Context: an optimization exercise on an open-source flow, tuned for small area, a short achievable clock period and few clock cycles per item. The choices shown serve that exercise and are no tape-out recipe.
Power is estimated from default activity; no workload was simulated.

==> flow/design.v (excerpt) <==
module div_unit
(
    input  logic        clk,
    input  logic        rst,
    input  logic        issue,           
    input  logic [2:0]  funct3,          
    input  logic [6:0]  opcode,
    input  logic [4:0]  rd,
    input  logic [5:0]  pd,
    input  logic [2:0]  rob_idx,
    input  logic [31:0] pc,
    input  logic [31:0] ps1_value,
    input  logic [31:0] ps2_value,
    output logic        ready,           
    input  logic        cdb_dequeue,     
    output logic        res_valid,
    output logic [4:0]  res_rd,
    output logic [5:0]  res_pd,
    output logic [2:0]  res_rob_idx,
    output logic [31:0] res_value,
    output logic [31:0] res_rs1_value,
    output logic [31:0] res_rs2_value,
    output logic [31:0] res_pc,
    output logic [31:0] res_pc_next,
    output logic [6:0]  res_opcode
);
Size: about 2,600 cells after synthesis, about 200 flip-flops, about 310 I/O pins, ~0.020 mm2 of cells after synthesis.
==> module div_unit, before the edit <==
module div_unit
(
    input  logic        clk,
    input  logic        rst,
    input  logic        issue,           
    input  logic [2:0]  funct3,          
    input  logic [6:0]  opcode,
    input  logic [4:0]  rd,
    input  logic [5:0]  pd,
    input  logic [2:0]  rob_idx,
    input  logic [31:0] pc,
    input  logic [31:0] ps1_value,
    input  logic [31:0] ps2_value,
    output logic        ready,           
    input  logic        cdb_dequeue,     
    output logic        res_valid,
    output logic [4:0]  res_rd,
    output logic [5:0]  res_pd,
    output logic [2:0]  res_rob_idx,
    output logic [31:0] res_value,
    output logic [31:0] res_rs1_value,
    output logic [31:0] res_rs2_value,
    output logic [31:0] res_pc,
    output logic [31:0] res_pc_next,
    output logic [6:0]  res_opcode
);
function automatic logic [5:0] bitlen(input logic [31:0] x);
    bitlen = 6'd0;
    for (int i = 0; i < 32; i++)
        if (x[i]) bitlen = i + 1;
endfunction
function automatic logic [31:0] or_down(input logic [31:0] x);
    or_down = x;
    or_down = or_down | (or_down >> 1);
    or_down = or_down | (or_down >> 2);
    or_down = or_down | (or_down >> 4);
    or_down = or_down | (or_down >> 8);
    or_down = or_down | (or_down >> 16);
endfunction
function automatic logic [31:0] or_up(input logic [31:0] x);
    or_up = x << 1;
    or_up = or_up | (or_up << 1);
    or_up = or_up | (or_up << 2);
    or_up = or_up | (or_up << 4);
    or_up = or_up | (or_up << 8);
    or_up = or_up | (or_up << 16);
endfunction
logic s_idle, s_setup, s_iter, s_done;
logic [31:0] a_r, nb_r, pc_r;  
logic [6:0]  opcode_r;
logic [4:0]  rd_r;
logic [5:0]  pd_r;
logic [2:0]  rob_r;
logic        rem_r;       
logic        sa_r, sb_r;  
logic        sel_a, sel_r, sel_q, neg_r;  
logic [5:0]  lb_r;        
logic [5:0]  n_r;         
logic [31:0] r_r;         
logic [31:0] q_r;         
logic        sgn_i, sa_i, sb_i, dbz_i, quick_i;
logic [31:0] ma_i, mb_i, pa_i;
assign sgn_i = ~funct3[0];
assign sa_i  = sgn_i & ps1_value[31];
assign sb_i  = sgn_i & ps2_value[31];
assign dbz_i = (ps2_value == 32'd0);
assign ma_i  = ps1_value ^ {32{sa_i}};
assign mb_i  = ps2_value ^ {32{sb_i}};
assign pa_i  = or_down(ma_i);
assign quick_i = dbz_i | (|(mb_i & ~(sa_i ? {pa_i[30:0], 1'b1} : pa_i)));
logic [31:0] fx_out, pc_next, b_out;
div_outs outs (
    .a(a_r), .r(r_r), .q(q_r),
    .sel_a(sel_a), .sel_r(sel_r), .sel_q(sel_q), .neg(neg_r),
    .y(fx_out),
    .pc(pc_r), .pc_next(pc_next),
    .nb(nb_r), .sb(sb_r), .b(b_out)
);
logic [5:0]  n_diff, n_set;
assign n_diff = n_r - lb_r + 6'd1;
assign n_set  = n_diff[5] ? 6'd32 : {n_diff[5:1] + {4'd0, n_diff[0]}, 1'b0};
logic [31:0] rot1, rot2, rot3, rot, lowmask;
assign rot1    = n_set[1] ? {fx_out[1:0], fx_out[31:2]} : fx_out;
assign rot2    = n_set[2] ? {rot1[3:0],   rot1[31:4]}   : rot1;
assign rot3    = n_set[3] ? {rot2[7:0],   rot2[31:8]}   : rot2;
assign rot     = n_set[4] ? {rot3[15:0],  rot3[31:16]}  : rot3;
assign lowmask = 32'hffffffff >> n_set;
logic [35:0] r4, nb1, nb2, d1, d2, d3, cs_s, cs_c;
logic        c_b;
logic [1:0]  qdig;
logic [31:0] r_next;
assign c_b  = ~sb_r;
assign r4   = {2'b00, r_r, q_r[31:30]};
assign nb1  = {4'b1111, nb_r};
assign nb2  = {nb1[34:0], c_b};
assign d1   = r4 + nb1 + {35'd0, c_b};
assign d2   = r4 + nb2 + {35'd0, c_b};
assign cs_s = r4 ^ nb1 ^ nb2;
assign cs_c = {((r4[34:0] & nb1[34:0]) | (r4[34:0] & nb2[34:0]) | (nb1[34:0] & nb2[34:0])), c_b};
assign d3   = cs_s + cs_c + {35'd0, c_b};
always_comb begin
    if (!d3[35])      begin qdig = 2'd3; r_next = d3[31:0]; end
    else if (!d2[35]) begin qdig = 2'd2; r_next = d2[31:0]; end
    else if (!d1[35]) begin qdig = 2'd1; r_next = d1[31:0]; end
    else              begin qdig = 2'd0; r_next = r4[31:0]; end
end
assign ready     = s_idle | (s_done & cdb_dequeue);
assign res_valid = s_done;
always_ff @(posedge clk) begin
    if (rst) begin
        s_idle  <= 1'b1;
        s_setup <= 1'b0;
        s_iter  <= 1'b0;
        s_done  <= 1'b0;
    end else begin
        s_setup <= issue & ~quick_i;
        s_iter  <= s_setup | (s_iter & (n_r != 6'd2));
        s_done  <= (issue & quick_i) | (s_iter & (n_r == 6'd2)) | (s_done & ~cdb_dequeue);
        s_idle  <= (s_idle & ~issue) | (s_done & cdb_dequeue & ~issue);
    end
end
always_ff @(posedge clk) begin
    if (issue) begin
        a_r      <= ps1_value;
        nb_r     <= ps2_value ^ {32{~sb_i}};
        pc_r     <= pc;
        opcode_r <= opcode;
        rd_r     <= rd;
        pd_r     <= pd;
        rob_r    <= rob_idx;
        rem_r    <= funct3[1];
        sa_r     <= sa_i;
        sb_r     <= sb_i;
        sel_a    <= ~quick_i;
        sel_r    <= quick_i & funct3[1];
        sel_q    <= quick_i & ~funct3[1];
        neg_r    <= ~quick_i & sa_i;
        lb_r     <= bitlen(mb_i);
        n_r      <= bitlen(ma_i) + {5'd0, sa_i};
    end else if (s_setup) begin
        n_r      <= n_set;
        sel_a    <= 1'b0;
        sel_r    <= rem_r;
        sel_q    <= ~rem_r;
        neg_r    <= rem_r ? sa_r : (sa_r ^ sb_r);
    end else if (s_iter) begin
        n_r      <= n_r - 6'd2;
    end
end
always_ff @(posedge clk) begin
    if (issue) begin
        r_r <= ps1_value;
        q_r <= {32{dbz_i}};
    end else if (s_setup) begin
        r_r <= rot & lowmask;
        q_r <= rot & ~lowmask;
    end else if (s_iter) begin
        r_r <= r_next;
        q_r <= {q_r[29:0], qdig};
    end
end
assign res_rd        = rd_r;
assign res_pd        = pd_r;
assign res_rob_idx   = rob_r;
assign res_value     = fx_out;
assign res_rs1_value = a_r;
assign res_rs2_value = b_out;
assign res_pc        = pc_r;
assign res_pc_next   = pc_next;
assign res_opcode    = opcode_r;
endmodule
Settings: LEC_CHECK=0, ABC_AREA=1, CAP_MARGIN=20, CORE_MARGIN=2, CORE_UTILIZATION=40, PLACE_DENSITY=0.6, SETUP_SLACK_MARGIN=1.0, SLEW_MARGIN=20, SYNTH_HIERARCHICAL=1; clock period 5.5 ns.
standard.sh (not shown) runs the stock make flow with config.mk's settings and CLKGATE_MAP_FILE= SYNTH_SCRIPT=/design/flow/synth_recipe.tcl, a recipe that flattens the netlist after the stock synthesis.
==> flow/flow/run.sh <==
#!/bin/bash
export BUFFER_PORTS_ARGS="-buffer_cell sky130_fd_sc_hd__buf_1"
bash standard.sh > standard.log 2>&1
Change:
--- a/flow/design.v
+++ b/flow/design.v
@@ -363,16 +363,8 @@
     or_down = or_down | (or_down >> 4);
     or_down = or_down | (or_down >> 8);
     or_down = or_down | (or_down >> 16);
 endfunction
-function automatic logic [31:0] or_up(input logic [31:0] x);
-    or_up = x << 1;
-    or_up = or_up | (or_up << 1);
-    or_up = or_up | (or_up << 2);
-    or_up = or_up | (or_up << 4);
-    or_up = or_up | (or_up << 8);
-    or_up = or_up | (or_up << 16);
-endfunction
 logic s_idle, s_setup, s_iter, s_done;
 logic [31:0] a_r, nb_r, pc_r;  
 logic [6:0]  opcode_r;
 logic [4:0]  rd_r;
@@ -384,8 +376,9 @@
 logic [5:0]  lb_r;        
 logic [5:0]  n_r;         
 logic [31:0] r_r;         
 logic [31:0] q_r;         
+logic [33:0] m3_r;        
 logic        sgn_i, sa_i, sb_i, dbz_i, quick_i;
 logic [31:0] ma_i, mb_i, pa_i;
 assign sgn_i = ~funct3[0];
 assign sa_i  = sgn_i & ps1_value[31];
@@ -411,25 +404,23 @@
 assign rot2    = n_set[2] ? {rot1[3:0],   rot1[31:4]}   : rot1;
 assign rot3    = n_set[3] ? {rot2[7:0],   rot2[31:8]}   : rot2;
 assign rot     = n_set[4] ? {rot3[15:0],  rot3[31:16]}  : rot3;
 assign lowmask = 32'hffffffff >> n_set;
-logic [35:0] r4, nb1, nb2, d1, d2, d3, cs_s, cs_c;
+logic [34:0] r4, nb1, nb2, d1, d2, d3;
 logic        c_b;
 logic [1:0]  qdig;
 logic [31:0] r_next;
 assign c_b  = ~sb_r;
-assign r4   = {2'b00, r_r, q_r[31:30]};
-assign nb1  = {4'b1111, nb_r};
-assign nb2  = {nb1[34:0], c_b};
-assign d1   = r4 + nb1 + {35'd0, c_b};
-assign d2   = r4 + nb2 + {35'd0, c_b};
-assign cs_s = r4 ^ nb1 ^ nb2;
-assign cs_c = {((r4[34:0] & nb1[34:0]) | (r4[34:0] & nb2[34:0]) | (nb1[34:0] & nb2[34:0])), c_b};
-assign d3   = cs_s + cs_c + {35'd0, c_b};
+assign r4   = {1'b0, r_r, q_r[31:30]};
+assign nb1  = {3'b111, nb_r};
+assign nb2  = {nb1[33:0], c_b};
+assign d1   = r4 + nb1 + {34'd0, c_b};
+assign d2   = r4 + nb2 + {34'd0, c_b};
+assign d3   = r4 + {1'b1, m3_r} + {34'd0, c_b};
 always_comb begin
-    if (!d3[35])      begin qdig = 2'd3; r_next = d3[31:0]; end
-    else if (!d2[35]) begin qdig = 2'd2; r_next = d2[31:0]; end
-    else if (!d1[35]) begin qdig = 2'd1; r_next = d1[31:0]; end
+    if (!d3[34])      begin qdig = 2'd3; r_next = d3[31:0]; end
+    else if (!d2[34]) begin qdig = 2'd2; r_next = d2[31:0]; end
+    else if (!d1[34]) begin qdig = 2'd1; r_next = d1[31:0]; end
     else              begin qdig = 2'd0; r_next = r4[31:0]; end
 end
 assign ready     = s_idle | (s_done & cdb_dequeue);
 assign res_valid = s_done;
@@ -457,11 +448,11 @@
         rob_r    <= rob_idx;
         rem_r    <= funct3[1];
         sa_r     <= sa_i;
         sb_r     <= sb_i;
-        sel_a    <= ~quick_i;
-        sel_r    <= quick_i & funct3[1];
-        sel_q    <= quick_i & ~funct3[1];
+        sel_a    <= ~quick_i | funct3[1];
+        sel_r    <= 1'b0;
+        sel_q    <= quick_i & ~funct3[1] & dbz_i;
         neg_r    <= ~quick_i & sa_i;
         lb_r     <= bitlen(mb_i);
         n_r      <= bitlen(ma_i) + {5'd0, sa_i};
     end else if (s_setup) begin
@@ -475,11 +466,12 @@
     end
 end
 always_ff @(posedge clk) begin
     if (issue) begin
-        r_r <= ps1_value;
-        q_r <= {32{dbz_i}};
+        r_r <= {1'b1, ps2_value[31:1] ^ {31{~sb_i}}};
+        q_r <= {dbz_i ? 2'b11 : {ps2_value[0] ^ ~sb_i, ~sb_i}, {30{dbz_i}}};
     end else if (s_setup) begin
+        m3_r <= d1[33:0];
         r_r <= rot & lowmask;
         q_r <= rot & ~lowmask;
     end else if (s_iter) begin
         r_r <= r_next;
- utilization went down by 0.43 points
- worst setup slack is better by 27 ps
- die area went up by 3.8%
- non-clock buffer count went down by 50
- design area went up by 2.2%
- cell count went up by 1.9%
- sequential cell count went up by 34
- via count went up by 3.7%
- clock skew went up by 11 ps
- power went down by 31%
- hold slack is better by 29 ps
No functional check of the RTL was part of any run of this note.

[what the ideal ports hide]
No port has a modelled driver above. Below, the same layouts with a new extraction and two added sets of constraints.
Step 1 assumes that a clkbuf_16 drives the clock port and a buf_2 every other input.
Step 2, shift: input delay + t, output delay - t, t = (earliest + latest rising clock arrival at the registers) / 2. This alone moves slack from input paths to output paths.
Slacks: ideal ports / drivers / drivers and shift; pairs: ideal ports / drivers.
| run | shift t [ns] | slack for setup (ns) | hold slack, ns | worst register clock-pin slew, ns |
|---|---|---|---|---|
| the first run | 0.612 | 1.153 / 1.153 / 0.757 | 0.472 / 0.472 / 0.472 | 0.08 / 0.08 |
| the second run | 0.643 | 1.180 / 1.139 / 0.795 | 0.501 / 0.501 / 0.501 | 0.07 / 0.07 |
After both steps every run listed still meets setup and hold. For the first run, which loses most, drivers alone change the setup slack by 0.000 ns; drivers and shift together by -0.396 ns.
